Background: an optimization exercise with open tools, aiming at small area and a short achievable clock period. Do not read the settings as production practice. At most, simulation tests tie the RTL to the original design; equivalence was not proved.

== main ==
==> flow/design.v <==
module alu_reg (
  input clk,
  input [7:0] a,
  input [7:0] b,
  input [3:0] mode,
  output reg [7:0] s,
  output reg cout
);
  reg [7:0] a_q, b_q;
  reg [3:0] mode_q;
  wire [7:0] s_w;
  wire cout_w;
  alu_8_bits alu (.s(s_w), .cout(cout_w), .mode(mode_q), .a(a_q), .b(b_q));
  always @(posedge clk) begin
    a_q <= a;
    b_q <= b;
    mode_q <= mode;
    s <= s_w;
    cout <= cout_w;
  end
endmodule

`timescale 1ns / 1ps
module alu_rcs #(parameter W = 2) (x, y, dif, nb);
  input  [W-1:0] x, y;
  output [W-1:0] dif;
  output         nb;
  localparam L = (W > 8) ? 4 : (W > 4) ? 3 : (W > 2) ? 2 : 1;
  wire [W-1:0] yn = ~y;
  wire [W-1:0] g [0:L];
  wire [W-1:0] p [0:L];
  assign g[0] = (x & yn) | {{(W-1){1'b0}}, x[0] | yn[0]};
  assign p[0] = x | yn;
  genvar l, i;
  generate for (l = 0; l < L; l = l + 1) begin : lvl
    for (i = 0; i < W; i = i + 1) begin : bit_
      if ((i >> l) & 1) begin : join_
        localparam integer J = ((i >> l) << l) - 1;
        assign g[l+1][i] = g[l][i] | (p[l][i] & g[l][J]);
        assign p[l+1][i] = p[l][i] & p[l][J];
      end else begin : pass_
        assign g[l+1][i] = g[l][i];
        assign p[l+1][i] = p[l][i];
      end
    end
  end endgenerate
  assign dif = x ^ yn ^ {g[L][W-2:0], 1'b1};
  assign nb = g[L][W-1];
endmodule
module alu_pfa #(parameter W = 2) (x, y, sum, co);
  input  [W-1:0] x, y;
  output [W-1:0] sum;
  output         co;
  localparam L = (W > 8) ? 4 : (W > 4) ? 3 : (W > 2) ? 2 : 1;
  wire [W-1:0] g [0:L];
  wire [W-1:0] p [0:L];
  assign g[0] = x & y;
  assign p[0] = x | y;
  genvar l, i;
  generate for (l = 0; l < L; l = l + 1) begin : lvl
    for (i = 0; i < W; i = i + 1) begin : bit_
      if ((i >> l) & 1) begin : join_
        localparam integer J = ((i >> l) << l) - 1;
        assign g[l+1][i] = g[l][i] | (p[l][i] & g[l][J]);
        assign p[l+1][i] = p[l][i] & p[l][J];
      end else begin : pass_
        assign g[l+1][i] = g[l][i];
        assign p[l+1][i] = p[l][i];
      end
    end
  end endgenerate
  assign sum = x ^ y ^ {g[L][W-2:0], 1'b0};
  assign co = g[L][W-1];
endmodule
module alu_div4_step #(parameter W = 2) (t, d1, d2, d3, hz1, hz2, hz3, q, r);
  input  [W-1:0] t, d1, d2, d3;
  input          hz1, hz2, hz3;
  output [1:0]   q;
  output [W-1:0] r;
  wire [W-1:0] y1, y2, y3;
  wire c1, c2, c3;
  alu_rcs #(W) u1 (.x(t), .y(d1), .dif(y1), .nb(c1));
  alu_rcs #(W) u2 (.x(t), .y(d2), .dif(y2), .nb(c2));
  alu_rcs #(W) u3 (.x(t), .y(d3), .dif(y3), .nb(c3));
  wire ge1 = hz1 & c1;
  wire ge2 = hz2 & c2;
  wire ge3 = hz3 & c3;
  assign q = {ge2, ge3 | (ge1 & ~ge2)};
  assign r = ge3 ? y3 : ge2 ? y2 : ge1 ? y1 : t;
endmodule
module alu_mul9(m0, m1, m2, m3, p);
  input [8:0] m0;
  input [6:0] m1;
  input [4:0] m2;
  input [2:0] m3;
  output [8:0] p;
  wire mw1 = m0[6] ^ m1[4];
  wire mw2 = m0[6] & m1[4];
  wire mw3 = m0[7] ^ m1[5] ^ m2[3];
  wire mw4 = (m0[7] & m1[5]) | (m0[7] & m2[3]) | (m1[5] & m2[3]);
  wire mw5 = m0[4] ^ m1[2];
  wire mw6 = m0[4] & m1[2];
  wire mw7 = m0[5] ^ m1[3] ^ m2[1];
  wire mw8 = (m0[5] & m1[3]) | (m0[5] & m2[1]) | (m1[3] & m2[1]);
  wire mw9 = m2[2] ^ m3[0] ^ mw1;
  wire mw10 = (m2[2] & m3[0]) | (m2[2] & mw1) | (m3[0] & mw1);
  wire mw11 = m3[1] ^ mw3 ^ mw2;
  wire mw12 = (m3[1] & mw3) | (m3[1] & mw2) | (mw3 & mw2);
  wire mw13 = m0[2] ^ m1[0];
  wire mw14 = m0[2] & m1[0];
  wire mw15 = m0[3] ^ m1[1] ^ mw14;
  wire mw16 = (m0[3] & m1[1]) | (m0[3] & mw14) | (m1[1] & mw14);
  wire mw17 = m2[0] ^ mw5 ^ mw16;
  wire mw18 = (m2[0] & mw5) | (m2[0] & mw16) | (mw5 & mw16);
  wire mw19 = mw7 ^ mw6 ^ mw18;
  wire mw20 = (mw7 & mw6) | (mw7 & mw18) | (mw6 & mw18);
  wire mw21 = mw9 ^ mw8 ^ mw20;
  wire mw22 = (mw9 & mw8) | (mw9 & mw20) | (mw8 & mw20);
  wire mw23 = mw11 ^ mw10 ^ mw22;
  wire mw24 = (mw11 & mw10) | (mw11 & mw22) | (mw10 & mw22);
  wire mw25 = m0[8] ^ m1[6] ^ m2[4] ^ m3[2] ^ mw4 ^ mw12 ^ mw24;
  assign p = {mw25, mw23, mw21, mw19, mw17, mw15, mw13, m0[1], m0[0]};
endmodule
module alu_8_bits(s, cout, mode, a, b);
  input [7:0] a, b;
  input [3:0] mode;
  output [7:0] s;
  output cout;
  wire [15:0] m = 16'd1 << mode;
  wire sub = m[1] | m[14];
  wire [7:0] bb = b ^ {8{sub}};
  wire [7:0] p = a ^ bb;
  wire [8:0] c;
  assign c[0] = sub;
  genvar j;
  generate for (j = 0; j < 8; j = j + 1) begin : add_
    assign c[j+1] = (a[j] & bb[j]) | (p[j] & c[j]);
  end endgenerate
  wire [8:0] sum = {c[8] ^ sub, p ^ c[7:0]};
  wire eq = ~|p;
  wire gt = c[8] & ~&p;
  wire [7:0] g = a & b;
  wire G = m[8] | m[9] | m[11] | m[12];
  wire P = m[9] | m[10] | m[11] | m[13];
  wire inv = m[11] | m[12] | m[13];
  wire lg = m[8] | m[9] | m[10] | inv;
  wire [7:0] f = ((g & {8{G}}) | (p & {8{P}})) ^ {8{inv}};
  wire [7:0] b3s; wire b3c;
  alu_pfa #(8) b3a (.x({1'b0, b[7:1]}), .y(b), .sum(b3s), .co(b3c));
  wire [9:0] b3 = {b3c, b3s, b[0]};
  function [8:0] pick(input [1:0] d, input [8:0] b1, input [8:0] b3x);
    case (d)
      2'd0: pick = 9'd0;
      2'd1: pick = b1;
      2'd2: pick = {b1[7:0], 1'b0};
      default: pick = b3x;
    endcase
  endfunction
  wire [8:0] m0 = pick(a[1:0], {1'b0, b}, b3[8:0]);
  wire [8:0] m1 = pick(a[3:2], {1'b0, b}, b3[8:0]);
  wire [8:0] m2 = pick(a[5:4], {1'b0, b}, b3[8:0]);
  wire [8:0] m3 = pick(a[7:6], {1'b0, b}, b3[8:0]);
  wire [8:0] prod;
  alu_mul9 mul (.m0(m0), .m1(m1[6:0]), .m2(m2[4:0]), .m3(m3[2:0]), .p(prod));
  wire [1:0] qa, qb, qc;
  wire [1:0] ra; wire [3:0] rb; wire [5:0] rc;
  alu_div4_step #(2) d3s (.t(a[7:6]), .d1(b[1:0]), .d2({b[0], 1'b0}), .d3(b3[1:0]),
    .hz1(b[7:2] == 0), .hz2(b[7:1] == 0), .hz3(b <= 8'd1), .q(qa), .r(ra));
  alu_div4_step #(4) d2s (.t({ra, a[5:4]}), .d1(b[3:0]), .d2({b[2:0], 1'b0}), .d3(b3[3:0]),
    .hz1(b[7:4] == 0), .hz2(b[7:3] == 0), .hz3(b <= 8'd5), .q(qb), .r(rb));
  alu_div4_step #(6) d1s (.t({rb, a[3:2]}), .d1(b[5:0]), .d2({b[4:0], 1'b0}), .d3(b3[5:0]),
    .hz1(b[7:6] == 0), .hz2(b[7:5] == 0), .hz3(b <= 8'd21), .q(qc), .r(rc));
  wire dq = m[3] & (|b);
  wire n1, n2, n3;
  wire [7:0] u1, u2, u3;
  alu_rcs #(8) c1s (.x({rc, a[1:0]}), .y(b[7:0]), .dif(u1), .nb(n1));
  alu_rcs #(8) c2s (.x({rc, a[1:0]}), .y({b[6:0], 1'b0}), .dif(u2), .nb(n2));
  alu_rcs #(8) c3s (.x({rc, a[1:0]}), .y(b3[7:0]), .dif(u3), .nb(n3));
  wire e1 = dq;
  wire e2 = dq & ~b[7];
  wire e3 = dq & (b <= 8'd85);
  wire [1:0] qd = {e2 & n2, (e3 & n3) | (e1 & n1 & ~(e2 & n2))};
  wire [7:0] quo = {{qa, qb, qc} & {6{dq}}, qd};
  wire ar  = m[0] | m[1];
  wire shl = m[4] | m[6];
  wire shr = m[5] | m[7];
  assign s = (sum[7:0] & {8{ar}}) | (prod[7:0] & {8{m[2]}}) | quo
           | (f & {8{lg}}) | ({a[6:0], 1'b0} & {8{shl}}) | ({1'b0, a[7:1]} & {8{shr}})
           | {7'd0, (m[6] & a[7]) | (m[14] & gt) | (m[15] & eq)} | {m[7] & a[0], 7'd0};
  assign cout = (ar & sum[8]) | (m[2] & prod[8]) | (m[4] & a[7]) | inv;
endmodule
clock: 11.0 ns
lec_check: 0
abc_area: 1
cap_margin: 20
core_margin: 2
core_utilization: 40
cts_buf_list: sky130_fd_sc_hd__clkbuf_8
setup_slack_margin: 5
slew_margin: 20
tns_end_percent: 0
standard.sh (not shown) runs the stock make flow with config.mk's settings and CLKGATE_MAP_FILE= SYNTH_SCRIPT=/design/flow/synth_recipe.tcl, a recipe that flattens the netlist after the stock synthesis.
==> flow/flow/run.sh <==
#!/bin/bash
set -euo pipefail
MARGIN=7
BUFCELL=sky130_fd_sc_hd__buf_1
sed -e "s/SETUP_SLACK_MARGIN=[-0-9.]*/SETUP_SLACK_MARGIN=${MARGIN}/" \
    -e "s/\"\\\${@:-finish}\"/BUFFER_PORTS_ARGS=\"-buffer_cell ${BUFCELL}\" SETUP_MOVE_SEQUENCE=unbuffer,sizeup,swap,clone,split \"\${@:-finish}\"/" \
    standard.sh > layout.sh
bash standard.sh synth > make_synth.log 2>&1
bash layout.sh > make_layout.log 2>&1
The following lists how the feature branch was set up differently from main:
==> flow/design.v, changed modules only <==
module alu_8_bits(s, cout, mode, a, b);
  input [7:0] a, b;
  input [3:0] mode;
  output [7:0] s;
  output cout;
  wire [15:0] m = 16'd1 << mode;
  wire sub = m[1] | m[14];
  wire [7:0] bb = b ^ {8{sub}};
  wire [7:0] p = a ^ bb;
  wire [8:0] c;
  assign c[0] = sub;
  genvar j;
  generate for (j = 0; j < 8; j = j + 1) begin : add_
    assign c[j+1] = (a[j] & bb[j]) | (p[j] & c[j]);
  end endgenerate
  wire [8:0] sum = {c[8] ^ sub, p ^ c[7:0]};
  wire eq = ~|p;
  wire gt = c[8] & ~&p;
  wire [7:0] g = a & b;
  wire G = m[8] | m[9] | m[11] | m[12];
  wire P = m[9] | m[10] | m[11] | m[13];
  wire inv = m[11] | m[12] | m[13];
  wire lg = m[8] | m[9] | m[10] | inv;
  wire [7:0] f = ((g & {8{G}}) | (p & {8{P}})) ^ {8{inv}};
  wire [7:0] b3s; wire b3c;
  alu_pfa #(8) b3a (.x({1'b0, b[7:1]}), .y(b), .sum(b3s), .co(b3c));
  wire [9:0] b3 = {b3c, b3s, b[0]};
  function [8:0] pick(input [1:0] d, input [8:0] b1, input [8:0] b3x);
    case (d)
      2'd0: pick = 9'd0;
      2'd1: pick = b1;
      2'd2: pick = {b1[7:0], 1'b0};
      default: pick = b3x;
    endcase
  endfunction
  wire [8:0] m0 = pick(a[1:0], {1'b0, b}, b3[8:0]);
  wire [8:0] m1 = pick(a[3:2], {1'b0, b}, b3[8:0]);
  wire [8:0] m2 = pick(a[5:4], {1'b0, b}, b3[8:0]);
  wire [8:0] m3 = pick(a[7:6], {1'b0, b}, b3[8:0]);
  wire [8:0] prod;
  alu_mul9 mul (.m0(m0), .m1(m1[6:0]), .m2(m2[4:0]), .m3(m3[2:0]), .p(prod));
  wire [1:0] qa, qb, qc, qd;
  wire [1:0] ra; wire [3:0] rb; wire [5:0] rc; wire [7:0] rd;
  alu_div4_step #(2) d3s (.t(a[7:6]), .d1(b[1:0]), .d2({b[0], 1'b0}), .d3(b3[1:0]),
    .hz1(b[7:2] == 0), .hz2(b[7:1] == 0), .hz3(b <= 8'd1), .q(qa), .r(ra));
  alu_div4_step #(4) d2s (.t({ra, a[5:4]}), .d1(b[3:0]), .d2({b[2:0], 1'b0}), .d3(b3[3:0]),
    .hz1(b[7:4] == 0), .hz2(b[7:3] == 0), .hz3(b <= 8'd5), .q(qb), .r(rb));
  alu_div4_step #(6) d1s (.t({rb, a[3:2]}), .d1(b[5:0]), .d2({b[4:0], 1'b0}), .d3(b3[5:0]),
    .hz1(b[7:6] == 0), .hz2(b[7:5] == 0), .hz3(b <= 8'd21), .q(qc), .r(rc));
  alu_div4_step #(8) d0s (.t({rc, a[1:0]}), .d1(b[7:0]), .d2({b[6:0], 1'b0}), .d3(b3[7:0]),
    .hz1(1'b1), .hz2(~b[7]), .hz3(b <= 8'd85), .q(qd), .r(rd));
  wire [7:0] quo = {qa, qb, qc, qd} & {8{|b}};
  wire ar  = m[0] | m[1];
  wire shl = m[4] | m[6];
  wire shr = m[5] | m[7];
  assign s = (sum[7:0] & {8{ar}}) | (prod[7:0] & {8{m[2]}}) | (quo & {8{m[3]}})
           | (f & {8{lg}}) | ({a[6:0], 1'b0} & {8{shl}}) | ({1'b0, a[7:1]} & {8{shr}})
           | {7'd0, (m[6] & a[7]) | (m[14] & gt) | (m[15] & eq)} | {m[7] & a[0], 7'd0};
  assign cout = (ar & sum[8]) | (m[2] & prod[8]) | (m[4] & a[7]) | inv;
endmodule
==> notes.md <==
Looking at worst hold-check slack across the feature branch and main, the one that comes out higher is main.
main has a higher half-perimeter wire length of the detailed placement result than the feature branch.
Higher total non-filler cell area in the finished layout was reported by main, not the feature branch.
main → the feature branch: worst-skew pair later-pin latency comparable; placer congestion estimate lower; filler-free cell count of the finished design closely matched the old numbers.
The RTL of main was laid out without a check of its function.

==> re-timing with driven ports <==
The flow's constraints put no driver on any port. The routed layouts listed below were extracted and timed again, unchanged, in two steps.
Step 1 assumes that a clkbuf_16 drives the clock port and a buf_2 every other input.
Step 2 adds t to the input delays and takes it off the output delays; t is the mean of the earliest and latest rising clock arrival at the registers after step 1. Input paths then give back, and output paths get back, about the clock's delay inside the block.
Three values: no drivers, after step 1, after step 2; two values: the first two.
run	shift t [ns]	setup WS [ns]	worst setup path at the end
main	0.331	6.198 / 6.198 / 6.198	register to register
the feature branch	0.331	6.328 / 6.328 / 6.328	register to register
After both steps setup and hold are still met in every run listed.
